Source: an optimization exercise on an open RTL-to-GDS flow (aim: small area). Production flows keep margins and buffers that such runs may drop.
The RTL was checked by simulation tests, not by an equivalence proof against the original design.
Power is estimated from default activity; no workload was simulated.

File: flow/flow/run.sh
#!/bin/bash
# Standard ORFS layout with smaller port buffers and a leaner clock tree.
set -euo pipefail
export BUFFER_PORTS_ARGS="-buffer_cell sky130_fd_sc_hd__buf_1"
export CTS_ARGS="-sink_clustering_enable -repair_clock_nets -dont_use_dummy_load -buf_list sky130_fd_sc_hd__clkbuf_4 -sink_clustering_size 12 -sink_clustering_max_diameter 40"
bash standard.sh > standard.log 2>&1
File: flow/standard.sh
#!/bin/bash
# synth_recipe.tcl (not shown) runs the flow's synth.tcl, then flattens the netlist and writes it again
# the make line also repeats each setting of config.mk as NAME=value (left out here)
make -C /OpenROAD-flow-scripts/flow DESIGN_CONFIG=/design/flow/config.mk WORK_HOME=/design/flow/orfs CLKGATE_MAP_FILE= SYNTH_SCRIPT=/design/flow/synth_recipe.tcl "${@:-finish}"
File: flow/config.mk
export PLATFORM = sky130hd
export DESIGN_NAME = TX
export DESIGN_NICKNAME = TX
export VERILOG_FILES = /design/flow/design.v
export SDC_FILE = /design/flow/constraint.sdc
export NUM_CORES = 8
export LEC_CHECK = 0
export CAP_MARGIN = 20
export CORE_MARGIN = 2
export CORE_UTILIZATION = 70
export PLACE_DENSITY = 0.8
export SLEW_MARGIN = 20
File: flow/constraint.sdc
create_clock -name core_clock -period 8.0 [get_ports {clk}]
set_input_delay 1.6000 -clock core_clock [delete_from_list [all_inputs] [get_ports {clk}]]
set_output_delay 1.6000 -clock core_clock [all_outputs]
set_load 0.01 [all_outputs]
File: flow/design.v
`timescale 1ns/1ns
module TX(input clk, input rst, input in, input run, input [3:0]rate, input tx_request, output [51:0]out, output valid, output ready, output [1:0]cr, output [1:0]mod);
reg m1, m0, c1;
assign mod = {m1, m0};
assign cr = {c1, ~c1 & m1 & m0};
wire m3 = m1 & m0;
wire m2 = m1 & ~m0;
wire nz = m1 | m0;
wire cr_half = ~c1 & ~cr[0];
always @(posedge clk, negedge rst) begin
	if(~rst) begin
		m1 <= 1'b1; m0 <= 1'b1; c1 <= 1'b1;
	end
	else if(tx_request) begin
		m1 <= ~(rate[2] & rate[0]);
		m0 <= ~(rate[3] & rate[0]);
		c1 <= rate[1] | ~rate[0];
	end
end
reg st;               
reg [6:0] sc;         
reg [6:0] d;          
reg [1:0] q;          
reg v1;               
reg en, enb;          
wire vr = run & st;
wire fb = sc[6] ^ sc[3];
wire en_n = vr & (cr_half | q != 2'd1);
assign ready = st;
always @(posedge clk, negedge rst) begin
	if(~rst) begin
		st <= 1'b0;
		sc <= 7'h7f;
		d <= 7'd0;
		q <= 2'd0;
		v1 <= 1'b0;
		en <= 1'b0;
		enb <= 1'b1;
	end
	else begin
		st <= 1'b1;
		v1 <= vr;
		en <= en_n;
		enb <= ~en_n;
		if(vr) begin
			sc <= {sc[5:0], fb};
			d <= {d[5:0], in ^ fb};
			q <= (q == 2'd3 || (q == 2'd2 && c1)) ? 2'd0 : q + 2'd1;
		end
	end
end
wire ea = d[0] ^ d[2] ^ d[3] ^ d[5] ^ d[6];
wire eb = d[0] ^ d[1] ^ d[2] ^ d[3] ^ d[6];
reg r1, r2;
wire qa = q[0] ^ q[1];
wire xa = (cr_half | qa) ? ea : (q[0] | c1) ? r1 : r2;
wire xb = (cr[0] & ~qa) ? ea : eb;
always @(posedge clk) begin
	if(v1) begin
		r1 <= ea;
		r2 <= eb;
	end
end
reg [136:0] ev, od;
wire [136:0] evn, odn;
genvar p;
generate for(p = 0; p < 137; p = p + 1) begin : chain
	if(p == 136) begin
		assign evn[p] = xa;
		assign odn[p] = xb;
	end
	else if(p == 0) begin
		assign evn[p] = m1 ? ev[1] : m0 ? ev[17] : ev[41];
		assign odn[p] = m1 ? od[1] : m0 ? od[17] : od[41];
	end
	else if(p == 48) begin
		assign evn[p] = m1 ? ev[49] : m0 ? ev[65] : ev[89];
		assign odn[p] = m1 ? od[49] : m0 ? od[65] : od[89];
	end
	else if(p == 96) begin
		assign evn[p] = m1 ? ev[97] : m0 ? ev[113] : xa;
		assign odn[p] = m1 ? od[97] : m0 ? od[113] : xb;
	end
	else if(p == 24 || p == 72) begin
		assign evn[p] = m1 ? ev[p+1] : ev[p+17];
		assign odn[p] = m1 ? od[p+1] : od[p+17];
	end
	else if(p == 120) begin
		assign evn[p] = m1 ? ev[p+1] : xa;
		assign odn[p] = m1 ? od[p+1] : xb;
	end
	else if(p == 128) begin
		assign evn[p] = m0 ? ev[p+1] : xa;
		assign odn[p] = m0 ? od[p+1] : xb;
	end
	else if(p == 8 || p == 32 || p == 56 || p == 80 || p == 104) begin
		assign evn[p] = m0 ? ev[p+1] : ev[p+9];
		assign odn[p] = m0 ? od[p+1] : od[p+9];
	end
	else begin
		assign evn[p] = ev[p+1];
		assign odn[p] = od[p+1];
	end
end endgenerate
always @(posedge clk) begin
	ev <= ({137{en}} & evn) | ({137{enb}} & ev);
	od <= ({137{en}} & odn) | ({137{enb}} & od);
end
reg [4:0] g;
reg [2:0] w;
reg vt;
wire [4:0] glast = (mod == 2'd0) ? 5'd2 : (mod == 2'd1) ? 5'd5 : (mod == 2'd2) ? 5'd11 : 5'd17;
wire oph = (g == glast);
always @(posedge clk, negedge rst) begin
	if(~rst) begin
		g <= 5'd0;
		w <= 3'd0;
		vt <= 1'b0;
	end
	else begin
		vt <= en & oph;
		if(en) begin
			w <= w + 3'd1;
			if(w == 3'd7) g <= oph ? 5'd0 : g + 5'd1;
		end
	end
end
assign valid = vt;
reg [6:0] pl;
always @(posedge clk, negedge rst) begin
	if(~rst) pl <= 7'h7f;
	else if(en & oph & (w == 3'd0)) pl <= {pl[5:0], pl[6] ^ pl[3]};
end
wire J0 = (w == 3'd1) | (w == 3'd4) | (w == 3'd7);
wire J1 = (w == 3'd2) | (w == 3'd5) | (w == 3'd0);
wire J2 = (w == 3'd3) | (w == 3'd6);
wire [2:0] se0 = {m3 & J1, m3 & J2, ~m3 | J0};
wire [2:0] se2 = {m3 & J1, m3 & J2, m3 & J0};
wire [2:0] so0 = {m3 & J2, m3 ? J0 : m2, m3 ? J1 : ~m2};
wire [2:0] so1 = {m3 ? J2 : m2, m3 & J0, m3 & J1};
wire [2:0] so2 = {m3 & J2, m3 & J0, m3 & J1};
function [7:0] sub(input [5:0] t, input [2:0] s0, input [2:0] s1, input [2:0] s2, input m3, input m1, input nz);
	reg n0, n1, n2, n3, n4, n5;
	begin
		n0 = ~(s0[0] & t[0] | s0[1] & t[1] | s0[2] & t[2]);
		n1 = ~(s1[0] & t[1] | s1[1] & t[2] | s1[2] & t[0]);
		n2 = ~(s2[0] & t[2] | s2[1] & t[0] | s2[2] & t[1]);
		n3 = ~(s0[0] & t[3] | s0[1] & t[4] | s0[2] & t[5]);
		n4 = ~(s1[0] & t[4] | s1[1] & t[5] | s1[2] & t[3]);
		n5 = ~(s2[0] & t[5] | s2[1] & t[3] | s2[2] & t[4]);
		sub = {n0, m3 & n1, m1 & ~(n1 ^ n2), 1'b1, nz & n3, m3 & n4, m1 & ~(n4 ^ n5), nz};
	end
endfunction
genvar k;
generate for(k = 0; k < 3; k = k + 1) begin : subc
	wire [5:0] te = {ev[48*k+40], ev[48*k+32], ev[48*k+24], ev[48*k+16], ev[48*k+8], ev[48*k]};
	wire [5:0] to = {od[48*k+40], od[48*k+32], od[48*k+24], od[48*k+16], od[48*k+8], od[48*k]};
	assign out[8*k+7 -: 8] = sub(te, se0, se0, se2, m3, m1, nz);
	assign out[8*k+31 -: 8] = sub(to, so0, so1, so2, m3, m1, nz);
end endgenerate
wire pt = pl[0] ^ (w[2] & w[1]);
assign out[51:48] = {~w[0] & pt, 2'b00, ~w[0]};
endmodule
==> impl_metrics.py, run 1 <==
metrics = {
    "outcome": {
        "status": "finished clean",
    },
    "floorplan": {
        "die_w_um": 132,
        "rows": 46,
        "die-area_um2": 17300,
        "fp.dieH_um": 132,
        "ios": 67,
        "start_util_pct": 71.8,
        "core_area_um2": 15900,
    },
    "synthesis": {
        "synth_ff_type": "dfxtp_1",
        "synth_area_um2": 11400,
        "synth_edf_count": 2,
        "synth_top_area_cell": "dfxtp_1",
        "ys_seq_area_share_pct": 57.4,
        "synth_cell_types": 49,
        "ys_ff_latch": 315,
        "yosysWarningCount": 1,
        "postSynthAreaPerCell_um2": 11.9,
        "synth_top_area_share_pct": 48.1,
        "syn_inst": 960,
        "synthTopCellsByArea": "dfxtp_1, a22o_1, dfrtp_1",
        "async_flop_share_pct": 12.4,
    },
    "worst_setup_path": {
        "cp_max_fo": 9,
        "startpoint_type": "register",
        "crit_required_ns": 6.40,
        "cp.arrival_ns": 3.36,
        "path_class": "reg2out",
        "worst_setup_path_end_kind": "output port",
    },
    "detailed_routing": {
        "wl_met2_um": 10200,
        "met1_length_um": 9880,
        "drc": 0,
        "drt_iter0_drc": 672,
        "wire_per_inst_um": 18.5,
        "routed_wl_um": 22000,
        "dr_total_vias": 7715,
        "final_antenna_net_count": 0,
        "dr.pass1.iters": 7,
        "top_layer_used": "met4",
        "viasPerCell": 6.51,
        "wl_met3_um": 1310,
    },
    "cells_and_area": {
        "postLayoutCoreUtil_pct": 74.3,
        "syn2layout_area_growth_pct": 3.52,
        "fillers": 1107,
        "drive_gt1_share_pct": 10.4,
        "fin_area_um2": 11800,
        "final_nets": 990,
    },
    "grt": {
        "first_global_vias": 7287,
        "overflow": 0,
        "grt_max_degree": 120,
        "antenna_found_initial": 1,
        "grt_pass1_wl_um": 36100,
        "grt_use_total_pct": 24.9,
    },
    "place": {
        "pre_cts_ws_ns": 3.52,
        "placedInstanceArea_um2": 11500,
        "dp_hpwl_um": 13500,
        "place_congestion": 0.815,
        "io_buffers": 58,
    },
    "power": {
        "p_per_area_nw_per_um2": 293,
        "p_leak_uw": 0.00467,
        "vdd_drop_max_v": 0.000189,
    },
    "cts": {
        "clk_latency_ns": 0.62,
        "ctsHoldBuffers": 0,
        "cts_setup_buffers": 0,
        "ctsHtreeMaxLevel": 2,
        "cts_tree": "built",
        "clock_path_buffers": 3,
        "numClockSinks": 315,
        "root_buffer": "clkbuf_4",
        "cts_resized": 0,
        "clk_pin_slew_ns": 0.11,
        "numCtsBuffers": 34,
    },
    "run": {
        "drv_cap": 0,
    },
    "sta": {
        "fin_worst_skew_ns": 0.0353,
        "rsz0062_at_grt": "false",
        "drv_slew": 0,
        "setup_ws_ns": 3.04,
        "slew_headroom_pct": 36.3,
        "worst_pin_slew_ns": 0.947,
        "finalHoldViolations": 0,
        "fmax_mhz": 202,
        "period_share_pct": 62.0,
        "tns_ns": 0,
        "period_minus_slack_ns": 4.96,
        "setup_violations": 0,
    },
    "hold_path": {
        "hp-class": "reg2reg",
    },
}
-- kinds of logic (layout without fill, tap and decap cells) --
family,Yosys count,in the layout,share of synthesized area [%]
buffers and inverters,110,112,4.42
adders and majority gates,10,10,1.10
AOI/OAI and AO/OA,359,359,26.6
DFF,315,315,57.4
and+or+nand+nor,101,101,4.60
xor gates and xnor gates,23,23,1.89
muxes,40,40,3.97
other,2,10,0.0659
-- per-layer routing --
metal	vias up	track usage (%)
met1	3758	34.8
met3	61	4.21
met2	262	39.0
met5	-	0
li1	3634	-
met4	0	9.96
-- synthesized netlist by cell type, drive strengths merged, types with 4 or more instances --
master and count:
a21oi 17, a222oi 24, buf 38, nor2b 10, inv 12, a22o 270, mux2i 8, mux2 32
and2 13, xnor2 10, xor2 12, ha 10, dfstp 18, dfrtp 21, clkbuf 60, a221o 12
nor3 4, nand3 12, o21ai 21, nand2 28, nor2 20, dfxtp 274
-- through the flow --
step | std cells | hold WS, ns | power [uW]
floorplan | 967 | 0.433 | 2610
global placement | 1151 | 0.445 | 2780
detailed placement | 1151 | 0.452 | 2820
CTS | 1185 | 0.458 | 3470
global route | 1186 | 0.488 | 3640
finish | 1186 | 0.460 | 3460
-- placed cells by master (no fill, tap or decap), types with 2 or more instances in the layout --
cell	synthesis	final
a21o_1	3	3
a21oi_1	17	17
a221o_1	12	12
a222oi_1	24	24
a22o_1	270	270
a31oi_1	3	3
and2_1	13	13
and3_1	2	2
buf_1	9	57
buf_4	17	6
buf_6	2	2
clkbuf_4	0	34
conb_1	2	9
dfrtp_1	21	20
dfstp_2	18	17
dfxtp_1	274	274
edfxtp_1	2	2
ha_1	10	10
inv_1	12	12
mux2_2	32	32
mux2i_1	7	7
nand2_1	28	28
nand2b_1	3	3
nand3_1	11	11
nand4_1	2	2
nor2_1	19	18
nor2_4	1	2
nor2b_1	10	10
nor3_1	4	3
o21ai_0	21	21
o31ai_1	3	3
or3_1	2	2
xnor2_1	10	10
xor2_1	12	12
-- cell type report --
class / instances / area (um^2) / area share, %
timing repair buffer: 66 / 287 / 2.43
sequential: 315 / 6550 / 55.5
antenna: 1 / 2.50 / 0.0212
clock buffer: 34 / 255 / 2.16
tap: 216 / 270 / 2.29
inverter: 12 / 45.0 / 0.382
multi-input combinational: 542 / 4390 / 37.2
-- worst paths after layout --
path                       cells past startpoint             start  slack (ns)        endpoint
min reg2reg                                    1    od[59]$_DFF_P_        0.46  od[58]$_DFF_P_
max reg2reg                                    3     enb$_DFF_PN1_        4.85  od[32]$_DFF_P_
max in group asynchronous                      1               rst        6.25    en$_DFF_PN0_
min                                            1    od[59]$_DFF_P_        0.46  od[58]$_DFF_P_
min in group asynchronous                      1               rst        1.09    vt$_DFF_PN0_
max                                            9  w[0]$_DFFE_PN0P_        3.04         out[35]
-- critical path, cell delays in order, from the launching register on --
cell     delay [ns]
dfrtp_1        0.47
ha_1           0.25
ha_1           0.22
inv_1          0.29
a21oi_1        0.23
buf_4          0.26
a21o_1         0.26
a221o_1        0.33
a21oi_1        0.23
buf_1          0.19
-- state kept, by name (all words and copies together), names as in the netlist, 2 cells and up --
signal,flops
ev,137
od,137
d,7
pl,7
sc,7
g,5
w,3
q,2
-- report_power, final --
group	internal [uW]	switching, uW	leakage [uW]
logic	322	467	0.00183
registers	1800	215	0.00268
clock network	198	457	0.000156
total	2320	1140	0.00467
==> run 2: changes to the inputs <==
--- a/flow/design.v
+++ b/flow/design.v
@@ -18,37 +18,33 @@
 	end
 end
 reg st;               
-reg [6:0] sc;         
+reg [6:0] scn;        
 reg [6:0] d;          
 reg [1:0] q;          
-reg v1;               
 reg en, enb;          
 wire vr = run & st;
-wire fb = sc[6] ^ sc[3];
+wire fb = scn[6] ^ scn[3];
 wire en_n = vr & (cr_half | q != 2'd1);
 assign ready = st;
 always @(posedge clk, negedge rst) begin
 	if(~rst) begin
 		st <= 1'b0;
-		sc <= 7'h7f;
+		scn <= 7'h00;
 		d <= 7'd0;
 		q <= 2'd0;
-		v1 <= 1'b0;
 		en <= 1'b0;
-		enb <= 1'b1;
 	end
 	else begin
 		st <= 1'b1;
-		v1 <= vr;
 		en <= en_n;
-		enb <= ~en_n;
 		if(vr) begin
-			sc <= {sc[5:0], fb};
+			scn <= {scn[5:0], ~fb};
 			d <= {d[5:0], in ^ fb};
 			q <= (q == 2'd3 || (q == 2'd2 && c1)) ? 2'd0 : q + 2'd1;
 		end
 	end
 end
+always @(posedge clk) enb <= ~en_n;
 wire ea = d[0] ^ d[2] ^ d[3] ^ d[5] ^ d[6];
 wire eb = d[0] ^ d[1] ^ d[2] ^ d[3] ^ d[6];
 reg r1, r2;
@@ -56,10 +52,8 @@
 wire xa = (cr_half | qa) ? ea : (q[0] | c1) ? r1 : r2;
 wire xb = (cr[0] & ~qa) ? ea : eb;
 always @(posedge clk) begin
-	if(v1) begin
-		r1 <= ea;
-		r2 <= eb;
-	end
+	r1 <= ea;
+	r2 <= eb;
 end
 reg [136:0] ev, od;
 wire [136:0] evn, odn;
@@ -109,8 +103,7 @@
 reg [4:0] g;
 reg [2:0] w;
 reg vt;
-wire [4:0] glast = (mod == 2'd0) ? 5'd2 : (mod == 2'd1) ? 5'd5 : (mod == 2'd2) ? 5'd11 : 5'd17;
-wire oph = (g == glast);
+wire oph = m1 ? (m0 ? g[4] & g[0] : g[3] & g[1] & g[0]) : (m0 ? g[2] & g[0] : g[1]);
 always @(posedge clk, negedge rst) begin
 	if(~rst) begin
 		g <= 5'd0;
@@ -126,10 +119,10 @@
 	end
 end
 assign valid = vt;
-reg [6:0] pl;
+reg [6:0] pln;        
 always @(posedge clk, negedge rst) begin
-	if(~rst) pl <= 7'h7f;
-	else if(en & oph & (w == 3'd0)) pl <= {pl[5:0], pl[6] ^ pl[3]};
+	if(~rst) pln <= 7'h00;
+	else if(en & oph & (w == 3'd0)) pln <= {pln[5:0], ~(pln[6] ^ pln[3])};
 end
 wire J0 = (w == 3'd1) | (w == 3'd4) | (w == 3'd7);
 wire J1 = (w == 3'd2) | (w == 3'd5) | (w == 3'd0);
@@ -158,6 +151,6 @@
 	assign out[8*k+7 -: 8] = sub(te, se0, se0, se2, m3, m1, nz);
 	assign out[8*k+31 -: 8] = sub(to, so0, so1, so2, m3, m1, nz);
 end endgenerate
-wire pt = pl[0] ^ (w[2] & w[1]);
+wire pt = ~pln[0] ^ (w[2] & w[1]);
 assign out[51:48] = {~w[0] & pt, 2'b00, ~w[0]};
 endmodule
==> flow/flow/run.sh (replaced) <==
#!/bin/bash
# Standard ORFS layout with smaller port buffers and a leaner clock tree.
set -euo pipefail
export BUFFER_PORTS_ARGS="-buffer_cell sky130_fd_sc_hd__buf_1"
export CTS_ARGS="-sink_clustering_enable -repair_clock_nets -dont_use_dummy_load -buf_list sky130_fd_sc_hd__clkbuf_8 -sink_clustering_size 20 -sink_clustering_max_diameter 60"
bash standard.sh > standard.log 2>&1
--- a/flow/config.mk
+++ b/flow/config.mk
@@ -7,6 +7,6 @@
 export LEC_CHECK = 0
 export CAP_MARGIN = 20
 export CORE_MARGIN = 2
-export CORE_UTILIZATION = 70
-export PLACE_DENSITY = 0.8
+export CORE_UTILIZATION = 80
+export PLACE_DENSITY = 0.9
 export SLEW_MARGIN = 20
==> run 2 against run 1 <==
Net effect:
- die area decreased by 13%
- via count down 0.30%
- clock power increased by 0.8%
- critical path depth shrank 3
- sequential power about the same
- non-clock buffer count down 3
- cell count decreased by 5.4%
- power grew 2.7%
- synthesized area down 0.94%
- synthesized cell count decreased by 0.94%
- core utilization rose by 9.8 points
- register-to-register slack improved by 0.55 ns
==> impl_metrics.py, run 2 <==
metrics = {
    "cells_and_area": {
        "final_nets": 963,
        "drive_gt1_share_pct": 8.07,
        "antennaDiodeCount": 0,
        "final_common_cell": "dfxtp_1",
        "fin_area_um2": 11600,
        "largestRegisters": "ev: 137 flops, od: 137 flops",
        "syn2layout_area_growth_pct": 2.97,
        "mostFrequentLayoutCells": "dfxtp_1, a22o_1, buf_1",
        "fillers": 759,
    },
    "place": {
        "place_congestion": 0.868,
        "placedInstanceArea_um2": 11400,
        "dp_hpwl_um": 13600,
        "io_buffers": 58,
    },
    "grt": {
        "grt_max_degree": 283,
        "antenna_found_initial": 0,
        "grt_use_total_pct": 29.5,
        "first_global_vias": 7360,
        "overflow": 0,
        "grt_pass1_wl_um": 36200,
    },
    "worst_setup_path": {
        "regToRegSetupSlack_ns": 5.40,
        "startpoint_type": "register",
        "path_class": "reg2out",
        "worst_setup_path_end_kind": "output port",
        "crit_path_start": "m1$_DFFE_PN1P_",
        "critical_path.max_stage_delay_ns": 1.00,
        "crit_required_ns": 6.40,
        "r2r-start": "m1$_DFFE_PN1P_",
        "cp.arrival_ns": 3.85,
        "reg2reg_to": "pln[3]$_DFFE_PN0P_",
        "cp_max_fo": 33,
        "cp_slowest_cell": "dfstp_2",
        "timing.reg2reg.worst_path_depth": 5,
        "worstPathCellList": "nand2_1 -> a21oi_2 -> a222oi_1 -> xnor2_1 -> nor2_1 -> buf_1",
    },
    "synthesis": {
        "synth_cell_types": 49,
        "synth_area_um2": 11300,
        "synth_top_area_share_pct": 49.1,
        "synth_edf_count": 0,
        "yosysMostFrequentCell": "dfxtp_1",
        "synthTopCellsByCount": "dfxtp_1, a22o_1, clkbuf_1",
        "postSynthAreaPerCell_um2": 11.9,
        "ys_ff_latch": 314,
        "synth_top_area_cell": "dfxtp_1",
        "async_flop_share_pct": 11.8,
        "syn_inst": 951,
        "yosysWarningCount": 1,
        "synth_ff_type": "dfxtp_1",
        "synthTopCellsByArea": "dfxtp_1, a22o_1, dfrtp_1",
        "ys_seq_area_share_pct": 57.3,
    },
    "sta": {
        "finalHoldViolations": 0,
        "rsz0062_at_grt": "false",
        "fmax_mhz": 184,
        "worst_pin_slew_ns": 1.15,
        "period_minus_slack_ns": 5.45,
        "drv_slew": 0,
        "setup_violations": 0,
        "fin_worst_skew_ns": 0.0359,
        "period_share_pct": 68.1,
        "holdWs_ns": 0.472,
        "tns_ns": 0,
        "slew_headroom_pct": 23.6,
    },
    "power": {
        "vdd_drop_max_v": 0.000294,
        "p_leak_uw": 0.00459,
        "p_per_area_nw_per_um2": 306,
    },
    "cts": {
        "clock_path_buffers": 3,
        "numCtsBuffers": 19,
        "ctsHoldBuffers": 0,
        "cts_setup_buffers": 0,
        "ctsHtreeMaxLevel": 1,
        "clk_pin_slew_ns": 0.11,
        "root_buffer": "clkbuf_8",
        "clk_latency_ns": 0.54,
        "cts_resized": 0,
        "numClockSinks": 314,
        "cts_tree": "built",
    },
    "detailed_routing": {
        "dr.pass1.iters": 5,
        "final_antenna_net_count": 0,
        "drc": 0,
        "viasPerCell": 6.86,
        "routed_wl_um": 22300,
        "wire_per_inst_um": 19.8,
        "dr_total_vias": 7692,
        "drt_iter0_drc": 815,
    },
    "outcome": {
        "status": "finished clean",
    },
    "floorplan": {
        "rows": 43,
        "die_w_um": 123,
        "fp.dieH_um": 123,
        "start_util_pct": 81.7,
        "core_area_um2": 13800,
        "ios": 67,
        "die-area_um2": 15100,
    },
    "hold_path": {
        "hp-class": "reg2reg",
        "hold_start": "ev[125]$_DFF_P_",
        "hold_path_end": "ev[124]$_DFF_P_",
        "min_path_cells": 1,
    },
    "run": {
        "drv_cap": 0,
    },
}
-- run 2: power breakdown --
group	switching, uW	internal, uW
registers	221	1810
clock network	444	216
logic	507	354
total	1170	2380
-- run 2: how the worst max path moves through the flow --
stage	endpoint	slack, ns
3_3_place_gp	out[25]	3.37
2_1_floorplan	out[13]	4.43
5_1_grt	out[45]	2.39
3_5_place_dp	out[29]	3.24
4_1_cts	out[29]	2.68
6_report	out[37]	2.55
-- run 2: per-stage QoR --
step	std cells	worst slack (ns)	utilization [%]	total power, uW
after floorplan	958	4.43	-	2680
after global placement	1103	3.37	82.2	2840
after detailed placement	1103	3.24	82.2	2910
after CTS	1122	2.68	84.1	3550
after global routing	1122	2.39	84.1	3730
final	1122	2.55	84.1	3560
-- run 2: layout make-up --
class                      count  area, um^2  share of cell area [%]
clock buffer                  19         262                    2.25
multi-input combinational    536        4350                    37.4
inverter                      10        37.5                   0.323
sequential                   314        6480                    55.7
tap                          180         225                    1.94
timing repair buffer          63         273                    2.35
-- run 2: logic make-up (layout without fill, tap and decap cells) --
group                      after synthesis  after routing  share of synthesized area, %
adders and majority gates               10             10                          1.11
xor gates and xnor gates                24             24                          1.86
AOI/OAI and AO/OA                      362            362                          27.0
buffers and inverters                  108             92                          4.43
muxes                                   44             44                          4.53
and+or+nand+nor                         87             87                          3.66
DFF                                    314            314                          57.3
other                                    2              9                        0.0665
-- run 2: per-layer routing --
metal  global-route usage [%]  vias to the layer above  wire, um
met1                     41.0                     3795      9920
met5                        0                        -         0
met4                     11.3                        0       620
met3                     4.46                       50      1210
met2                     46.8                      280     10500
li1                         -                     3567         -
-- run 2: worst max-delay path, delay by kind of cell, from the launching register on --
kind	cells	cell delay, ns
compound gates	2	1.06
flops	1	1.00
simple gates	2	0.90
xor+xnor	1	0.18
buf+inv	1	0.17
==> run 3: changes to the inputs <==
--- a/flow/flow/run.sh
+++ b/flow/flow/run.sh
@@ -3,4 +3,5 @@
 set -euo pipefail
 export BUFFER_PORTS_ARGS="-buffer_cell sky130_fd_sc_hd__buf_1"
 export CTS_ARGS="-sink_clustering_enable -repair_clock_nets -dont_use_dummy_load -buf_list sky130_fd_sc_hd__clkbuf_8 -sink_clustering_size 20 -sink_clustering_max_diameter 60"
+export RECOVER_POWER=100
 bash standard.sh > standard.log 2>&1
--- a/flow/config.mk
+++ b/flow/config.mk
@@ -7,6 +7,6 @@
 export LEC_CHECK = 0
 export CAP_MARGIN = 20
 export CORE_MARGIN = 2
-export CORE_UTILIZATION = 80
-export PLACE_DENSITY = 0.9
+export CORE_UTILIZATION = 70
+export PLACE_DENSITY = 0.8
 export SLEW_MARGIN = 20
==> run 3 against run 2 <==
Net effect:
- the layout now fails its checks (max-capacitance violations, max-slew violations)
- clock-buffer cell count is the same
- power is 0.36% lower
- synthesized cell count stayed put
- cell area rose by 0.28%
- sequential share of layout area shrank 0.22 points
- highest routed layer unchanged
- flip-flop and latch count is the same
- cell count up 3.5%
- largest power group unchanged
==> impl_metrics.py, run 3 <==
metrics = {
    "hold_path": {
        "hold_start": "od[52]$_DFF_P_",
        "min_path_cells": 1,
        "hold_path_end": "od[52]$_DFF_P_",
        "hp-class": "reg2reg",
    },
    "power": {
        "comb_power_share_pct": 24.0,
        "p_per_area_nw_per_um2": 304,
        "switchingPower_uw": 1160,
        "p_seq_share_pct": 57.5,
        "clockPowerShare_pct": 18.4,
        "swShare_pct": 32.8,
        "internal-power_uw": 2380,
        "p_leak_uw": 0.00459,
        "vdd_drop_max_v": 0.000216,
    },
    "worst_setup_path": {
        "crit_required_ns": 6.40,
        "crit_buf_inv": 2,
        "critical_path.max_stage_delay_ns": 1.44,
        "cp_slowest_cell": "clkbuf_1",
        "startpoint_type": "register",
        "r2r-start": "enb$_DFF_P_",
        "crit_family": "buffers and inverters",
        "cp_max_fo": 34,
        "regToRegSetupSlack_ns": 2.44,
        "reg2reg_to": "ev[56]$_DFF_P_",
        "worst_setup_path_end_kind": "output port",
        "cp.arrival_ns": 4.24,
        "path_class": "reg2out",
        "crit_path_start": "m0$_DFFE_PN1P_",
        "timing.reg2reg.worst_path_depth": 3,
        "worstPathCellList": "clkbuf_1 -> and2_0 -> nand3_1 -> a221o_1 -> xnor2_1 -> nor2_1 -> buf_1",
    },
    "synthesis": {
        "synth_area_um2": 11300,
        "synth_top_area_share_pct": 49.1,
        "syn_inst": 951,
        "synthTopCellsByCount": "dfxtp_1, a22o_1, clkbuf_1",
        "yosysWarningCount": 1,
        "synth_top_area_cell": "dfxtp_1",
        "synth_ff_type": "dfxtp_1",
        "yosysMostFrequentCell": "dfxtp_1",
        "ys_seq_area_share_pct": 57.3,
        "synth_edf_count": 0,
        "synth_cell_types": 49,
        "ys_ff_latch": 314,
        "postSynthAreaPerCell_um2": 11.9,
        "synthTopCellsByArea": "dfxtp_1, a22o_1, dfrtp_1",
        "async_flop_share_pct": 11.8,
    },
    "cells_and_area": {
        "antennaDiodeCount": 0,
        "largestRegisters": "ev: 137 flops, od: 137 flops",
        "final_nets": 966,
        "mostFrequentLayoutCells": "dfxtp_1, a22o_1, buf_1",
        "drive_gt1_share_pct": 7.41,
        "syn2layout_area_growth_pct": 3.26,
        "postLayoutCoreUtil_pct": 73.7,
        "final_common_cell": "dfxtp_1",
    },
    "cts": {
        "clk_latency_ns": 0.53,
        "numCtsBuffers": 19,
        "root_buffer": "clkbuf_8",
        "ctsHoldBuffers": 0,
        "clock_path_buffers": 3,
        "clk_pin_slew_ns": 0.11,
        "cts_resized": 0,
        "ctsHtreeMaxLevel": 1,
        "cts_setup_buffers": 0,
        "numClockSinks": 314,
        "cts_tree": "built",
    },
    "floorplan": {
        "die_w_um": 131,
        "start_util_pct": 71.4,
        "fp.dieH_um": 131,
        "ios": 67,
        "core_area_um2": 15800,
        "rows": 46,
        "die-area_um2": 17200,
    },
    "run": {
        "drv_cap": 6,
    },
    "grt": {
        "grt_max_degree": 120,
        "first_global_vias": 7056,
        "grt_pass1_wl_um": 35100,
        "grt_use_total_pct": 25.0,
        "overflow": 0,
        "antenna_found_initial": 0,
    },
    "sta": {
        "finalHoldViolations": 0,
        "slew_headroom_pct": -104,
        "fin_worst_skew_ns": 0.0209,
        "setup_violations": 0,
        "tns_ns": 0,
        "period_share_pct": 72.9,
        "rsz0062_at_grt": "false",
        "drv_slew": 377,
        "period_minus_slack_ns": 5.84,
        "worst_pin_slew_ns": 3.06,
        "fmax_mhz": 171,
    },
    "detailed_routing": {
        "drc": 0,
        "dr_total_vias": 7525,
        "final_antenna_net_count": 0,
        "viasPerCell": 6.48,
        "met1_length_um": 10200,
        "drt_iter0_drc": 702,
        "dr.pass1.iters": 5,
        "wl_met2_um": 10100,
        "wl_met3_um": 1070,
        "routed_wl_um": 21800,
        "wire_per_inst_um": 18.8,
        "top_layer_used": "met4",
    },
    "place": {
        "place_congestion": 0.795,
        "dp_hpwl_um": 13700,
        "io_buffers": 58,
    },
    "outcome": {
        "violations": "max-capacitance violations, max-slew violations",
        "status": "finished with violations",
    },
}
## run 3: cell counts after synthesis
Identical to the previous run, type by type.
## run 3: metal layers
| metal | vias to the layer above | track usage (%) |
|---|---|---|
| met1 | 3687 | 35.8 |
| li1 | 3569 | - |
| met4 | 0 | 7.26 |
| met3 | 43 | 3.91 |
| met2 | 226 | 39.6 |
| met5 | - | 0 |
## run 3: cell families after synthesis
group | Yosys count | share of synthesized area, %
xor gates and xnor gates | 24 | 1.86
and+or+nand+nor | 87 | 3.66
muxes | 44 | 4.53
AOI/OAI and AO/OA | 362 | 27.0
other | 2 | 0.0665
DFF | 314 | 57.3
buffers and inverters | 108 | 4.43
adders and majority gates | 10 | 1.11
## run 3: power by group through the flow
stage	clock [uW]	sequential, uW	combinational (uW)
after floorplan	0	1970	714
after global placement	0	2050	802
after detailed placement	0	2070	838
after CTS	667	2040	844
after global routing	729	2070	927
final	653	2040	851
## run 3: area by class of cell
cell class / instances / area, um^2
clock buffers: 19 / 262
fillers: 1122 / 4170
inverters: 10 / 37.5
multi-input cells: 536 / 4350
flip-flops and latches: 314 / 6470
well taps: 216 / 270
repair buffers: 66 / 270
## run 3: worst max path at each step
stage | to | cells past startpoint | slack [ns]
finish | out[1] | 7 | 2.16
global route | od[0]$_DFF_P_ | 3 | 1.91
CTS | out[37] | 7 | 2.85
detailed placement | out[37] | 7 | 3.43
global placement | out[37] | 7 | 3.56
floorplan | out[13] | 8 | 4.43
## run 3: metrics by stage
step,hold WS [ns],instance area (um^2),cells,setup slack (ns),total power [uW]
after floorplan,0.433,11300,958,4.43,2680
after detailed placement,0.454,11400,1142,3.43,2910
after global placement,0.448,11400,1142,3.56,2850
after global routing,0.497,11700,1161,1.91,3730
final,0.482,11700,1161,2.16,3540
after CTS,0.482,11700,1161,2.85,3550
==> run 4: changes to the inputs <==
==> flow/flow/run.sh (replaced) <==
#!/bin/bash
# Standard ORFS layout with smaller port buffers and a leaner clock tree.
set -euo pipefail
export BUFFER_PORTS_ARGS="-buffer_cell sky130_fd_sc_hd__buf_1"
export CTS_ARGS="-sink_clustering_enable -repair_clock_nets -dont_use_dummy_load -buf_list sky130_fd_sc_hd__clkbuf_8 -sink_clustering_size 20 -sink_clustering_max_diameter 60"
bash standard.sh > standard.log 2>&1
==> run 4 against run 3 <==
Net effect:
- now clean on timing, DRC and antenna
- combinational power fell by 0.6%
- flip-flop and latch count did not move
- cell area rose by 0.19%
- critical path depth did not move
- clock-buffer cell count did not move
- global-route usage did not move
- register-to-register slack improved by 2.9 ns
- sequential power barely moved
- worst setup slack improved by 0.63 ns
- clock power barely moved
- worst hold slack got worse by 0.0023 ns
- die area did not move
- largest power group unchanged
- highest routed layer unchanged
==> impl_metrics.py, run 4 <==
metrics = {
    "sta": {
        "period_minus_slack_ns": 5.21,
        "tns_ns": 0,
        "slew_headroom_pct": 34.8,
        "drv_slew": 0,
        "rsz0062_at_grt": "false",
        "period_share_pct": 65.1,
        "fin_worst_skew_ns": 0.0198,
        "fmax_mhz": 192,
        "worst_pin_slew_ns": 0.976,
        "finalHoldViolations": 0,
        "setup_violations": 0,
    },
    "cts": {
        "numClockSinks": 314,
        "cts_resized": 0,
        "root_buffer": "clkbuf_8",
        "ctsHtreeMaxLevel": 1,
        "clk_pin_slew_ns": 0.10,
        "clk_latency_ns": 0.53,
        "cts_tree": "built",
        "clock_path_buffers": 3,
        "cts_setup_buffers": 0,
        "ctsHoldBuffers": 0,
        "numCtsBuffers": 19,
    },
    "detailed_routing": {
        "dr_total_vias": 7592,
        "drt_iter0_drc": 720,
        "final_antenna_net_count": 0,
        "routed_wl_um": 21700,
        "dr.pass1.iters": 7,
        "drc": 0,
        "wire_per_inst_um": 18.7,
        "viasPerCell": 6.54,
    },
    "grt": {
        "overflow": 0,
        "antenna_found_initial": 0,
        "grt_max_degree": 120,
        "grt_use_total_pct": 25.0,
        "first_global_vias": 7056,
        "grt_pass1_wl_um": 35100,
    },
    "floorplan": {
        "core_area_um2": 15800,
        "die_w_um": 131,
        "start_util_pct": 71.4,
        "fp.dieH_um": 131,
        "rows": 46,
        "ios": 67,
        "die-area_um2": 17200,
    },
    "cells_and_area": {
        "antennaDiodeCount": 0,
        "largestRegisters": "ev: 137 flops, od: 137 flops",
        "mostFrequentLayoutCells": "dfxtp_1, a22o_1, buf_1",
        "final_common_cell": "dfxtp_1",
        "syn2layout_area_growth_pct": 3.46,
        "postLayoutCoreUtil_pct": 73.8,
        "final_nets": 966,
        "drive_gt1_share_pct": 8.36,
    },
    "worst_setup_path": {
        "cp_max_fo": 33,
        "cp_slowest_cell": "a21oi_2",
        "worst_setup_path_end_kind": "output port",
        "path_class": "reg2out",
        "startpoint_type": "register",
        "crit_required_ns": 6.40,
        "crit_buf_inv": 2,
        "critical_path.max_stage_delay_ns": 0.82,
        "crit_family": "compound AO/OA/AOI/OAI gates",
        "cp.arrival_ns": 3.61,
        "worstPathCellList": "buf_4 -> nand2_1 -> a21oi_2 -> a222oi_1 -> xnor2_1 -> nor2_1 -> buf_1",
    },
    "power": {
        "p_leak_uw": 0.00461,
        "p_per_area_nw_per_um2": 303,
        "vdd_drop_max_v": 0.000215,
    },
    "synthesis": {
        "synth_area_um2": 11300,
        "yosysWarningCount": 1,
        "ys_ff_latch": 314,
        "synth_cell_types": 49,
        "synth_top_area_cell": "dfxtp_1",
        "synthTopCellsByArea": "dfxtp_1, a22o_1, dfrtp_1",
        "ys_seq_area_share_pct": 57.3,
        "yosysMostFrequentCell": "dfxtp_1",
        "synth_edf_count": 0,
        "async_flop_share_pct": 11.8,
        "synth_top_area_share_pct": 49.1,
        "synth_ff_type": "dfxtp_1",
        "synthTopCellsByCount": "dfxtp_1, a22o_1, clkbuf_1",
        "postSynthAreaPerCell_um2": 11.9,
        "syn_inst": 951,
    },
    "run": {
        "drv_cap": 0,
    },
    "hold_path": {
        "hp-class": "reg2reg",
    },
    "place": {
        "place_congestion": 0.795,
        "dp_hpwl_um": 13700,
        "io_buffers": 58,
    },
    "outcome": {
        "status": "finished clean",
    },
}
## run 4: changes by cell type in the layout (fill, tap and decap cells not counted), sizes merged
cell    before  now
clkbuf      24   20
buf         61   65
## run 4: metal layers
metal / track usage [%] / share of wire, % / up-vias
li1: - / - / 3573
met1: 35.8 / 46 / 3751
met2: 39.6 / 46 / 225
met3: 3.91 / 5.1 / 43
met4: 7.26 / 2.4 / 0
met5: 0 / 0 / -
## run 4: through the flow
| stage | hold slack [ns] | cell area, um^2 | worst slack (ns) | cells | power, uW |
|---|---|---|---|---|---|
| 4_1_cts | 0.482 | 11700 | 2.85 | 1161 | 3550 |
| 3_5_place_dp | 0.454 | 11400 | 3.43 | 1142 | 2910 |
| 5_1_grt | 0.497 | 11700 | 2.62 | 1161 | 3730 |
| 2_1_floorplan | 0.433 | 11300 | 4.43 | 958 | 2680 |
| 3_3_place_gp | 0.448 | 11400 | 3.56 | 1142 | 2850 |
| 6_report | 0.480 | 11700 | 2.79 | 1161 | 3540 |
## run 4: worst paths after layout
path / startpoint / endpoint / slack [ns] / cells past startpoint
worst max-delay path: m1$_DFFE_PN1P_ / out[37] / 2.79 / 7
worst min-delay path: od[52]$_DFF_P_ / od[52]$_DFF_P_ / 0.48 / 1
worst max register to register: en$_DFF_PN0_ / od[128]$_DFF_P_ / 5.29 / 4
worst min register to register: od[52]$_DFF_P_ / od[52]$_DFF_P_ / 0.48 / 1
max in group asynchronous: rst / en$_DFF_PN0_ / 6.14 / 1
min in group asynchronous: rst / d[5]$_DFFE_PN0P_ / 1.19 / 1
## run 4: cell families after synthesis
logic type	after synthesis	share of synthesized area, %
AO/OA/AOI/OAI	362	27.0
XOR/XNOR	24	1.86
adder cells (fa/ha/maj)	10	1.11
buffers and inverters	108	4.43
flip-flops	314	57.3
multiplexers	44	4.53
other	2	0.0665
AND/OR/NAND/NOR	87	3.66
## run 4: final cells by class
class / instances / area (um^2)
repair buffers: 66 / 283
inverters: 10 / 37.5
multi-input cells: 536 / 4350
well taps: 216 / 270
flip-flops and latches: 314 / 6480
fillers: 1115 / 4140
clock buffers: 19 / 262
## run 4: report_power, final
group | leakage, uW | internal [uW] | switching (uW)
registers | 0.00270 | 1810 | 228
clock network | 0.000137 | 216 | 436
logic | 0.00176 | 354 | 492
## run 4: worst register-to-register path, stage by stage, from the launching register on
cell	delay [ns]
dfrtp_4	0.85
buf_4	0.70
buf_4	0.73
o21ai_0	0.22
o21ai_0	0.17
==> run 5: changes to the inputs <==
--- a/flow/flow/run.sh
+++ b/flow/flow/run.sh
@@ -3,4 +3,5 @@
 set -euo pipefail
 export BUFFER_PORTS_ARGS="-buffer_cell sky130_fd_sc_hd__buf_1"
 export CTS_ARGS="-sink_clustering_enable -repair_clock_nets -dont_use_dummy_load -buf_list sky130_fd_sc_hd__clkbuf_8 -sink_clustering_size 20 -sink_clustering_max_diameter 60"
+
 bash standard.sh > standard.log 2>&1
--- a/flow/config.mk
+++ b/flow/config.mk
@@ -5,8 +5,8 @@
 export SDC_FILE = /design/flow/constraint.sdc
 export NUM_CORES = 8
 export LEC_CHECK = 0
-export CAP_MARGIN = 20
+export CAP_MARGIN = 0
 export CORE_MARGIN = 2
 export CORE_UTILIZATION = 70
 export PLACE_DENSITY = 0.8
-export SLEW_MARGIN = 20
+export SLEW_MARGIN = 0
==> run 5 against run 4 <==
Net effect:
- critical path type unchanged
- cell area about the same
- flip-flop and latch count stayed put
- power about the same
- critical path depth is the same
==> impl_metrics.py, run 5 <==
metrics = {
    "outcome": {
        "status": "finished clean",
    },
    "power": {
        "vdd_drop_max_v": 0.000215,
        "power_uw": 3540,
        "p_per_area_nw_per_um2": 303,
        "p_leak_uw": 0.00460,
    },
    "synthesis": {
        "postSynthAreaPerCell_um2": 11.9,
        "synthAdderAreaFrac_pct": 1.11,
        "synth_xor_area_share_pct": 1.86,
        "async_flop_share_pct": 11.8,
        "synth_top_family_by_area": "compound AO/OA/AOI/OAI gates",
        "synthMuxAreaShare_pct": 4.53,
        "synth_compound_area_share_pct": 27.0,
        "synthTopCellsByArea": "dfxtp_1, a22o_1, dfrtp_1",
        "ys_ff_latch": 314,
        "synth_top_area_cell": "dfxtp_1",
        "synth_top_area_share_pct": 49.1,
        "synthTopCellsByCount": "dfxtp_1, a22o_1, clkbuf_1",
        "synth_cell_types": 49,
        "synth_ff_type": "dfxtp_1",
        "yosys.area_share.simple_pct": 3.66,
        "yosysWarningCount": 1,
        "yosysMostFrequentCell": "dfxtp_1",
        "synth_area_um2": 11300,
        "synth_edf_count": 0,
        "ys_seq_area_share_pct": 57.3,
        "syn_inst": 951,
    },
    "cts": {
        "cts_setup_buffers": 0,
        "clk_latency_ns": 0.53,
        "cts_resized": 0,
        "numCtsBuffers": 19,
        "numClockSinks": 314,
        "cts_tree": "built",
        "ctsHoldBuffers": 0,
        "ctsHtreeMaxLevel": 1,
        "root_buffer": "clkbuf_8",
        "clk_pin_slew_ns": 0.10,
        "clock_path_buffers": 3,
    },
    "cells_and_area": {
        "postLayoutCoreUtil_pct": 73.8,
        "drive_gt1_share_pct": 8.36,
        "mostFrequentLayoutCells": "dfxtp_1, a22o_1, buf_1",
        "largestRegisters": "ev: 137 flops, od: 137 flops",
        "final_common_cell": "dfxtp_1",
        "fillers": 1113,
        "antennaDiodeCount": 0,
        "syn2layout_area_growth_pct": 3.42,
        "fin_cells": 1161,
        "final_nets": 966,
    },
    "place": {
        "dp_hpwl_um": 13700,
        "place_congestion": 0.795,
        "place_inst": 1142,
        "io_buffers": 58,
    },
    "worst_setup_path": {
        "timing.reg2reg.worst_path_depth": 3,
        "path_class": "reg2out",
        "reg2reg_to": "od[56]$_DFF_P_",
        "cp.arrival_ns": 3.56,
        "cp_max_fo": 33,
        "startpoint_type": "register",
        "r2r-start": "enb$_DFF_P_",
        "regToRegSetupSlack_ns": 5.03,
        "crit_required_ns": 6.40,
        "worst_setup_path_end_kind": "output port",
    },
    "sta": {
        "worst_pin_slew_ns": 1.13,
        "slew_headroom_pct": 24.9,
        "rsz0062_at_grt": "false",
        "setup_violations": 0,
        "fin_worst_skew_ns": 0.0192,
        "fmax_mhz": 194,
        "drv_slew": 0,
        "finalHoldViolations": 0,
        "period_share_pct": 64.6,
        "tns_ns": 0,
        "period_minus_slack_ns": 5.16,
    },
    "detailed_routing": {
        "viasPerCell": 6.50,
        "final_antenna_net_count": 0,
        "wire_per_inst_um": 18.8,
        "dr_total_vias": 7545,
        "routed_wl_um": 21800,
        "drt_iter0_drc": 724,
        "drc": 0,
        "dr.pass1.iters": 5,
    },
    "floorplan": {
        "ios": 67,
        "die-area_um2": 17200,
        "rows": 46,
        "core_area_um2": 15800,
        "die_w_um": 131,
        "fp.dieH_um": 131,
        "start_util_pct": 71.4,
    },
    "grt": {
        "first_global_vias": 7056,
        "grt_use_total_pct": 25.0,
        "grt_pass1_wl_um": 35100,
        "overflow": 0,
        "grt_max_degree": 120,
        "antenna_found_initial": 0,
    },
    "run": {
        "drv_cap": 0,
    },
    "hold_path": {
        "hp-class": "reg2reg",
        "hold_path_end": "od[52]$_DFF_P_",
        "hold_start": "od[52]$_DFF_P_",
        "min_path_cells": 1,
    },
}
[run 5: changes by cell type in the layout (fill, tap and decap cells not counted)]
cell   before  now
buf_4       7    8
buf_6       1    0
[run 5: per-stage QoR]
stage / setup WS [ns] / cell area (um^2) / hold WS, ns
finish: 2.84 / 11700 / 0.480
global route: 2.62 / 11700 / 0.497
CTS: 2.85 / 11700 / 0.482
detailed placement: 3.43 / 11400 / 0.454
global placement: 3.56 / 11400 / 0.448
floorplan: 4.43 / 11300 / 0.433
[run 5: routing by layer]
| metal | global-route usage [%] | up-vias | wire (um) | part of all wire (%) |
|---|---|---|---|---|
| li1 | - | 3570 | - | - |
| met1 | 35.8 | 3731 | 10000 | 46 |
| met2 | 39.6 | 204 | 10200 | 47 |
| met3 | 3.91 | 40 | 1100 | 5.0 |
| met4 | 7.26 | 0 | 507 | 2.3 |
| met5 | 0 | - | 0 | 0 |
[run 5: worst max-delay path: stages, from the launching register on]
cell and delay [ns]:
dfstp_2 0.53, buf_4 0.33, nand2_1 0.64, a21oi_2 0.81, a222oi_1 0.24, xnor2_1 0.18, nor2_1 0.14, buf_1 0.18
[run 5: logic make-up after synthesis]
kind of cell | count (synthesis)
muxes | 44
buffers and inverters | 108
DFF | 314
and+or+nand+nor | 87
other | 2
adders and majority gates | 10
AOI/OAI and AO/OA | 362
xor gates and xnor gates | 24
[run 5: layout make-up]
class                           count  area (um^2)  share of cell area [%]
Timing Repair Buffer               66          279                    2.39
Inverter                           10         37.5                   0.321
Clock buffer                       19          262                    2.24
Tap cell                          216          270                    2.31
Multi-Input combinational cell    536         4350                    37.2
Sequential cell                   314         6480                    55.5
[run 5: report_power, final]
part	switching (uW)	leakage [uW]	total [uW]	internal (uW)
clock network	436	0.000137	652	216
registers	228	0.00270	2040	1810
logic	495	0.00176	848	353
total	1160	0.00460	3540	2380
[run 5: worst max path at each step]
stage / startpoint / to / slack, ns / cells after the start
after floorplan: w[0]$_DFFE_PN0P_ / out[13] / 4.43 / 8
after global placement: m1$_DFFE_PN1P_ / out[37] / 3.56 / 7
after detailed placement: m1$_DFFE_PN1P_ / out[37] / 3.43 / 7
after CTS: m1$_DFFE_PN1P_ / out[37] / 2.85 / 7
after global routing: m1$_DFFE_PN1P_ / out[37] / 2.62 / 7
final: m1$_DFFE_PN1P_ / out[37] / 2.84 / 7
==> run 6: changes to the inputs <==
==> flow/flow/run.sh (replaced) <==
#!/bin/bash
# ORFS layout as in standard.sh, with three changes:
#  - synthesis maps logic with an area-recovering ABC script (flow/abc_area.script)
#    instead of ORFS's speed script; registers are mapped exactly as before
#  - port buffers use buf_1
#  - the clock tree uses clkbuf_8 with clusters of 20 sinks and no dummy loads
set -euo pipefail
W=$(pwd)
F=$W/flow
# synthesis script: ORFS synth.tcl with the ABC script replaced
python3 - "$FLOW_HOME/scripts/synth.tcl" "$W/synth_area.tcl" "$F/abc_area.script" <<'PY'
import sys
src, dst, script = sys.argv[1:]
s = open(src).read()
a = "  log_cmd abc {*}$abc_args\n"
assert s.count(a) == 1
s = s.replace(a, "  set abc_args [lreplace $abc_args 1 1 %s]\n%s" % (script, a))
open(dst, "w").write(s)
PY
sed "s#source \$::env(SCRIPTS_DIR)/synth.tcl#source $W/synth_area.tcl#" synth_recipe.tcl > synth_top.tcl
grep -q "synth_area.tcl" synth_top.tcl
sed "s#SYNTH_SCRIPT=[^ ]*#SYNTH_SCRIPT=$W/synth_top.tcl#" standard.sh > flow_run.sh
grep -q "synth_top.tcl" flow_run.sh
export BUFFER_PORTS_ARGS="-buffer_cell sky130_fd_sc_hd__buf_1"
export CTS_ARGS="-sink_clustering_enable -repair_clock_nets -dont_use_dummy_load -buf_list sky130_fd_sc_hd__clkbuf_8 -sink_clustering_size 20 -sink_clustering_max_diameter 60"
bash flow_run.sh > flow_run.log 2>&1
==> flow/flow/abc_area.script (new file) <==
&get -n
&st
&syn2
&dch
&nf -R 1000
&put
--- a/flow/config.mk
+++ b/flow/config.mk
@@ -5,8 +5,8 @@
 export SDC_FILE = /design/flow/constraint.sdc
 export NUM_CORES = 8
 export LEC_CHECK = 0
-export CAP_MARGIN = 0
+export CAP_MARGIN = 20
 export CORE_MARGIN = 2
 export CORE_UTILIZATION = 70
 export PLACE_DENSITY = 0.8
-export SLEW_MARGIN = 0
+export SLEW_MARGIN = 20
==> run 6 against run 5 <==
Net effect:
- still clean on timing, DRC and antenna
- sequential share of layout area increased by 0.90 points
- combinational power increased by 45%
- via count increased by 2.0%
- clock-buffer cell count unchanged
- clock power increased by 0.6%
- clock skew increased by 0.030 ns
- register-to-register slack got worse by 0.02 ns
- global-route usage increased by 2.3 points
- flip-flop and latch count unchanged
- power increased by 24%
- synthesized area decreased by 4.7%
- critical path type unchanged
- critical endpoint is now out[5]
==> impl_metrics.py, run 6 <==
metrics = {
    "detailed_routing": {
        "drc": 0,
        "wire_per_inst_um": 19.2,
        "dr.pass1.iters": 7,
        "final_antenna_net_count": 0,
        "dr_total_vias": 7697,
        "routed_wl_um": 22300,
        "drt_iter0_drc": 705,
        "viasPerCell": 6.62,
    },
    "sta": {
        "period_minus_slack_ns": 5.13,
        "fmax_mhz": 195,
        "rsz0062_at_grt": "false",
        "tns_ns": 0,
        "worst_pin_slew_ns": 1.02,
        "fin_worst_skew_ns": 0.0496,
        "drv_slew": 0,
        "finalHoldViolations": 0,
        "slew_headroom_pct": 31.5,
        "setup_violations": 0,
        "period_share_pct": 64.1,
    },
    "power": {
        "p_per_area_nw_per_um2": 383,
        "p_leak_uw": 0.00468,
        "internal-power_uw": 2880,
        "clockPowerShare_pct": 14.9,
        "swShare_pct": 34.6,
        "switchingPower_uw": 1520,
        "p_seq_share_pct": 57.3,
        "vdd_drop_max_v": 0.000262,
        "power_uw": 4400,
        "comb_power_share_pct": 27.8,
    },
    "synthesis": {
        "yosysMostFrequentCell": "dfxtp_1",
        "async_flop_share_pct": 11.8,
        "synthTopCellsByArea": "dfxtp_1, a22o_1, dfrtp_1",
        "synth_top_area_share_pct": 51.5,
        "synthTopCellsByCount": "dfxtp_1, a22o_1, nand2_1",
        "ys_seq_area_share_pct": 60.2,
        "synth_area_um2": 10800,
        "ys_ff_latch": 314,
        "synth_cell_types": 33,
        "synth_top_area_cell": "dfxtp_1",
        "synth_edf_count": 0,
        "postSynthAreaPerCell_um2": 12.0,
        "syn_inst": 897,
        "yosysWarningCount": 1,
        "synth_ff_type": "dfxtp_1",
    },
    "grt": {
        "antenna_found_initial": 0,
        "met1_usage_pct": 38.3,
        "grt.busiest_layer": "met2",
        "grtUsageMet3_pct": 3.51,
        "grt_max_degree": 126,
        "overflow": 0,
        "grt_use_total_pct": 27.2,
        "use_met2_pct": 44.5,
        "first_global_vias": 7193,
        "grt_pass1_wl_um": 36600,
    },
    "worst_setup_path": {
        "crit_required_ns": 6.40,
        "path_class": "reg2out",
        "startpoint_type": "register",
        "endpoint": "out[5]",
        "worst_setup_path_end_kind": "output port",
        "regToRegSetupSlack_ns": 5.01,
        "cp.arrival_ns": 3.53,
        "r2r-start": "m1$_DFFE_PN1P_",
        "timing.reg2reg.worst_path_depth": 8,
        "cp_max_fo": 38,
        "crit_path_start": "m1$_DFFE_PN1P_",
        "reg2reg_to": "ev[96]$_DFF_P_",
    },
    "cts": {
        "ctsHtreeMaxLevel": 1,
        "numCtsBuffers": 19,
        "cts_setup_buffers": 0,
        "cts_resized": 0,
        "root_buffer": "clkbuf_8",
        "clk_pin_slew_ns": 0.10,
        "clk_latency_ns": 0.55,
        "ctsHoldBuffers": 0,
        "numClockSinks": 314,
        "cts_tree": "built",
        "clock_path_buffers": 3,
    },
    "place": {
        "io_buffers": 58,
        "dp_hpwl_um": 13400,
        "place_congestion": 0.794,
        "place_inst": 1143,
    },
    "cells_and_area": {
        "fillers": 1025,
        "drive_gt1_share_pct": 4.10,
        "antennaDiodeCount": 0,
        "postLayoutCoreUtil_pct": 76.2,
        "largestRegisters": "ev: 137 flops, od: 137 flops",
        "final_nets": 996,
        "mostFrequentLayoutCells": "dfxtp_1, a22o_1, nand2_1",
        "fin_cells": 1163,
        "syn2layout_area_growth_pct": 6.84,
        "final_common_cell": "dfxtp_1",
    },
    "floorplan": {
        "die-area_um2": 16400,
        "rows": 45,
        "start_util_pct": 71.3,
        "core_area_um2": 15100,
        "fp.dieH_um": 128,
        "ios": 67,
        "die_w_um": 128,
    },
    "run": {
        "drv_cap": 0,
    },
    "outcome": {
        "status": "finished clean",
    },
    "hold_path": {
        "hp-class": "reg2reg",
        "hold_start": "od[121]$_DFF_P_",
    },
}
==> run 6: final cells by class <==
type | instances | area, um^2 | share of cell area, %
flip-flops and latches | 314 | 6480 | 56.4
multi-input cells | 564 | 4160 | 36.2
repair buffers | 69 | 318 | 2.76
clock buffers | 19 | 262 | 2.27
well taps | 188 | 235 | 2.05
inverters | 9 | 33.8 | 0.294
==> run 6: critical path, stage by stage (launching register included) <==
cell,delay [ns]
dfstp_2,0.55
buf_4,0.41
clkinv_1,0.46
nor2_1,0.35
nand2_1,0.43
a22oi_1,0.29
nand2_1,0.13
o21ai_0,0.18
a21oi_1,0.06
buf_1,0.15
==> run 6: power groups by stage <==
stage / clock [uW] / sequential, uW / combinational [uW]
after detailed placement: 0 / 2540 / 1210
after floorplan: 0 / 2480 / 838
final: 656 / 2520 / 1230
after global routing: 723 / 2590 / 1350
after CTS: 672 / 2510 / 1220
after global placement: 0 / 2510 / 1150
==> run 6: worst min path at each step <==
stage,to,slack [ns],cells past startpoint
2_1_floorplan,ev[121]$_DFF_P_,0.43,1
3_3_place_gp,od[129]$_DFF_P_,0.45,1
3_5_place_dp,od[129]$_DFF_P_,0.45,1
4_1_cts,od[131]$_DFF_P_,0.48,1
5_1_grt,od[129]$_DFF_P_,0.50,1
6_report,od[121]$_DFF_P_,0.48,1
==> run 6: through the flow <==
step	hold slack [ns]	area, um^2	setup slack, ns
detailed placement	0.451	11200	3.44
global placement	0.446	11200	3.44
finish	0.477	11500	2.87
floorplan	0.434	10800	2.52
global route	0.499	11500	2.64
CTS	0.478	11500	2.87
==> run 6: layer usage <==
metal / share of wire [%] / routed length, um
met5: 0 / 0
met1: 45 / 9990
met2: 48 / 10800
met4: 2.5 / 559
met3: 4.6 / 1020
==> run 6: cells by family after synthesis <==
family	Yosys count	synth area share, %
compound gates	391	28.8
xor+xnor	12	0.977
fa+ha+maj	10	1.16
buf+inv	26	1.50
flops	314	60.2
mux	28	2.91
other cells	2	0.0698
simple gates	114	4.36
==> run 7: changes to the inputs <==
--- a/flow/flow/run.sh
+++ b/flow/flow/run.sh
@@ -22,5 +22,5 @@
 sed "s#SYNTH_SCRIPT=[^ ]*#SYNTH_SCRIPT=$W/synth_top.tcl#" standard.sh > flow_run.sh
 grep -q "synth_top.tcl" flow_run.sh
 export BUFFER_PORTS_ARGS="-buffer_cell sky130_fd_sc_hd__buf_1"
-export CTS_ARGS="-sink_clustering_enable -repair_clock_nets -dont_use_dummy_load -buf_list sky130_fd_sc_hd__clkbuf_8 -sink_clustering_size 20 -sink_clustering_max_diameter 60"
+export CTS_ARGS="-sink_clustering_enable -repair_clock_nets -dont_use_dummy_load -buf_list sky130_fd_sc_hd__clkbuf_8 -sink_clustering_size 20 -sink_clustering_max_diameter 40"
 bash flow_run.sh > flow_run.log 2>&1
==> flow/flow/abc_area.script (replaced) <==
&get -n
&st
&syn2
&dch
&nf -R 1000 -p -F 16 -C 32 -E 100
&put
==> run 7 against run 6 <==
Net effect:
- still clean on timing, DRC and antenna
- wire length decreased by 1.1%
- cell count decreased by 0.69%
- register-to-register slack got worse by 0.12 ns
==> impl_metrics.py, run 7 <==
metrics = {
    "synthesis": {
        "synth_ff_type": "dfxtp_1",
        "synth_top_area_cell": "dfxtp_1",
        "ys_ff_latch": 314,
        "synth_cell_types": 29,
        "yosysMostFrequentCell": "dfxtp_1",
        "synth_area_um2": 10700,
        "synth_edf_count": 0,
        "syn_inst": 873,
        "synthTopCellsByArea": "dfxtp_1, a22o_1, dfrtp_1",
        "async_flop_share_pct": 11.8,
        "synthTopCellsByCount": "dfxtp_1, a22o_1, o21ai_0",
        "synth_top_area_share_pct": 51.7,
        "ys_seq_area_share_pct": 60.4,
        "postSynthAreaPerCell_um2": 12.3,
        "yosysWarningCount": 1,
    },
    "floorplan": {
        "ios": 67,
        "core_area_um2": 15100,
        "start_util_pct": 71.1,
        "fp.dieH_um": 128,
        "die-area_um2": 16300,
        "die_w_um": 128,
        "rows": 45,
    },
    "worst_setup_path": {
        "crit_path_start": "m1$_DFFE_PN1P_",
        "startpoint_type": "register",
        "crit_required_ns": 6.40,
        "worst_setup_path_end_kind": "output port",
        "path_class": "reg2out",
        "cp_max_fo": 32,
        "cp.arrival_ns": 3.96,
        "r2r-start": "m1$_DFFE_PN1P_",
    },
    "power": {
        "vdd_drop_max_v": 0.000245,
        "p_leak_uw": 0.00474,
        "p_per_area_nw_per_um2": 399,
    },
    "cts": {
        "root_buffer": "clkbuf_8",
        "clk_pin_slew_ns": 0.08,
        "numCtsBuffers": 37,
        "ctsHoldBuffers": 0,
        "clock_path_buffers": 3,
        "ctsHtreeMaxLevel": 2,
        "numClockSinks": 314,
        "clk_latency_ns": 0.53,
        "cts_resized": 0,
        "cts_tree": "built",
        "cts_setup_buffers": 0,
    },
    "hold_path": {
        "hp-class": "reg2reg",
        "hold_start": "ev[127]$_DFF_P_",
    },
    "grt": {
        "overflow": 0,
        "first_global_vias": 7338,
        "antenna_found_initial": 0,
        "grt_pass1_wl_um": 36600,
        "grt_max_degree": 120,
        "grt_use_total_pct": 27.2,
    },
    "sta": {
        "setup_violations": 0,
        "worst_pin_slew_ns": 1.08,
        "period_minus_slack_ns": 5.56,
        "slew_headroom_pct": 26.9,
        "fin_worst_skew_ns": 0.0238,
        "fmax_mhz": 180,
        "rsz0062_at_grt": "false",
        "tns_ns": 0,
        "period_share_pct": 69.5,
        "drv_slew": 0,
        "finalHoldViolations": 0,
    },
    "run": {
        "drv_cap": 0,
    },
    "detailed_routing": {
        "wire_per_inst_um": 19.1,
        "wl_met3_um": 1340,
        "dr_total_vias": 7700,
        "top_layer_used": "met4",
        "dr.pass1.iters": 6,
        "drc": 0,
        "final_antenna_net_count": 0,
        "routed_wl_um": 22100,
        "met1_length_um": 9780,
        "wl_met2_um": 10400,
        "drt_iter0_drc": 848,
        "viasPerCell": 6.67,
    },
    "cells_and_area": {
        "syn2layout_area_growth_pct": 8.85,
        "postLayoutCoreUtil_pct": 77.3,
        "antennaDiodeCount": 0,
        "fillers": 993,
        "largestRegisters": "ev: 137 flops, od: 137 flops",
        "final_common_cell": "dfxtp_1",
        "drive_gt1_share_pct": 5.58,
        "mostFrequentLayoutCells": "dfxtp_1, a22o_1, buf_1",
        "regArea_um2": 6480,
        "fin_cells": 1155,
        "multiInputGateArea_um2": 4120,
        "final_nets": 988,
    },
    "outcome": {
        "status": "finished clean",
    },
    "place": {
        "io_buffers": 58,
        "dp_hpwl_um": 12800,
        "place_congestion": 0.801,
        "place_inst": 1118,
    },
}
## run 7: worst paths after layout
path                                         end  slack, ns  cells past startpoint
worst max-delay path                      out[5]       2.44                      8
worst min-delay path             ev[126]$_DFF_P_       0.46                      1
worst max register to register    ev[96]$_DFF_P_       4.89                      8
worst min register to register   ev[126]$_DFF_P_       0.46                      1
max in group asynchronous           en$_DFF_PN0_       6.15                      1
min in group asynchronous       g[0]$_DFFE_PN0P_       1.19                      1
## run 7: cell type report
cell class	instances	share of cell area, %
well taps	188	2.02
clock buffers	37	4.36
flip-flops and latches	314	55.5
multi-input cells	539	35.3
inverters	10	0.322
repair buffers	67	2.49
## run 7: worst max-delay path: stages (launching register included)
cell	delay (ns)
dfstp_2	1.01
clkinv_1	0.46
buf_4	0.36
nor2_1	0.19
nand2_1	0.40
a222oi_1	0.61
xor2_1	0.12
nor2_1	0.10
buf_1	0.16
## run 7: through the flow
stage	cell area (um^2)	hold WS [ns]	total power [uW]	worst slack (ns)
global route	11700	0.481	4930	2.23
CTS	11700	0.465	4660	2.55
global placement	11200	0.446	3670	3.25
floorplan	10700	0.434	3330	2.52
detailed placement	11200	0.451	3750	3.14
finish	11700	0.463	4660	2.44
## run 7: per-layer routing
| metal | global-route usage [%] | vias to the layer above |
|---|---|---|
| li1 | - | 3599 |
| met1 | 38.4 | 3771 |
| met2 | 42.1 | 273 |
| met3 | 4.55 | 57 |
| met4 | 11.1 | 0 |
| met5 | 0 | - |
## run 7: cells by family after synthesis
| logic type | after synthesis | share of synthesized area (%) |
|---|---|---|
| other | 2 | 0.0700 |
| flip-flops | 314 | 60.4 |
| adder cells (fa/ha/maj) | 10 | 1.17 |
| AND/OR/NAND/NOR | 99 | 3.93 |
| buffers and inverters | 27 | 1.54 |
| XOR/XNOR | 25 | 2.04 |
| AO/OA/AOI/OAI | 371 | 28.3 |
| multiplexers | 25 | 2.60 |
## run 7: power by group
part	switching (uW)	total (uW)	internal, uW
sequential	434	2540	2100
clock	495	906	412
combinational	646	1220	571

-- afterwards: timing with drivers on the ports --
How much do the figures lean on ideal ports? The routed layouts below were timed once more, with nothing changed but the port constraints.
Step 1, drivers: a clkbuf_16 drives clk and a buf_2 each remaining input, both assumed.
Step 2 also shifts input and output timing later by t, the mid clock arrival at the registers, as if the neighbouring blocks saw the same clock.
Three values: ideal, step 1, step 2; two values: the first two.
| run | shift t [ns] | setup WS [ns] | slew at the worst register clock pin (ns) |
|---|---|---|---|
| run 1 | 0.645 | 3.040 / 2.998 / 3.643 | 0.12 / 0.12 |
| run 2 | 0.567 | 2.553 / 2.511 / 3.078 | 0.12 / 0.12 |
| run 3 | 0.555 | 2.164 / 2.126 / 2.438 | 0.12 / 0.12 |
| run 4 | 0.555 | 2.794 / 2.756 / 3.311 | 0.12 / 0.12 |
| run 5 | 0.556 | 2.836 / 2.797 / 3.353 | 0.12 / 0.12 |
| run 6 | 0.563 | 2.870 / 2.831 / 3.394 | 0.12 / 0.12 |
| run 7 | 0.557 | 2.442 / 2.404 / 2.961 | 0.08 / 0.08 |
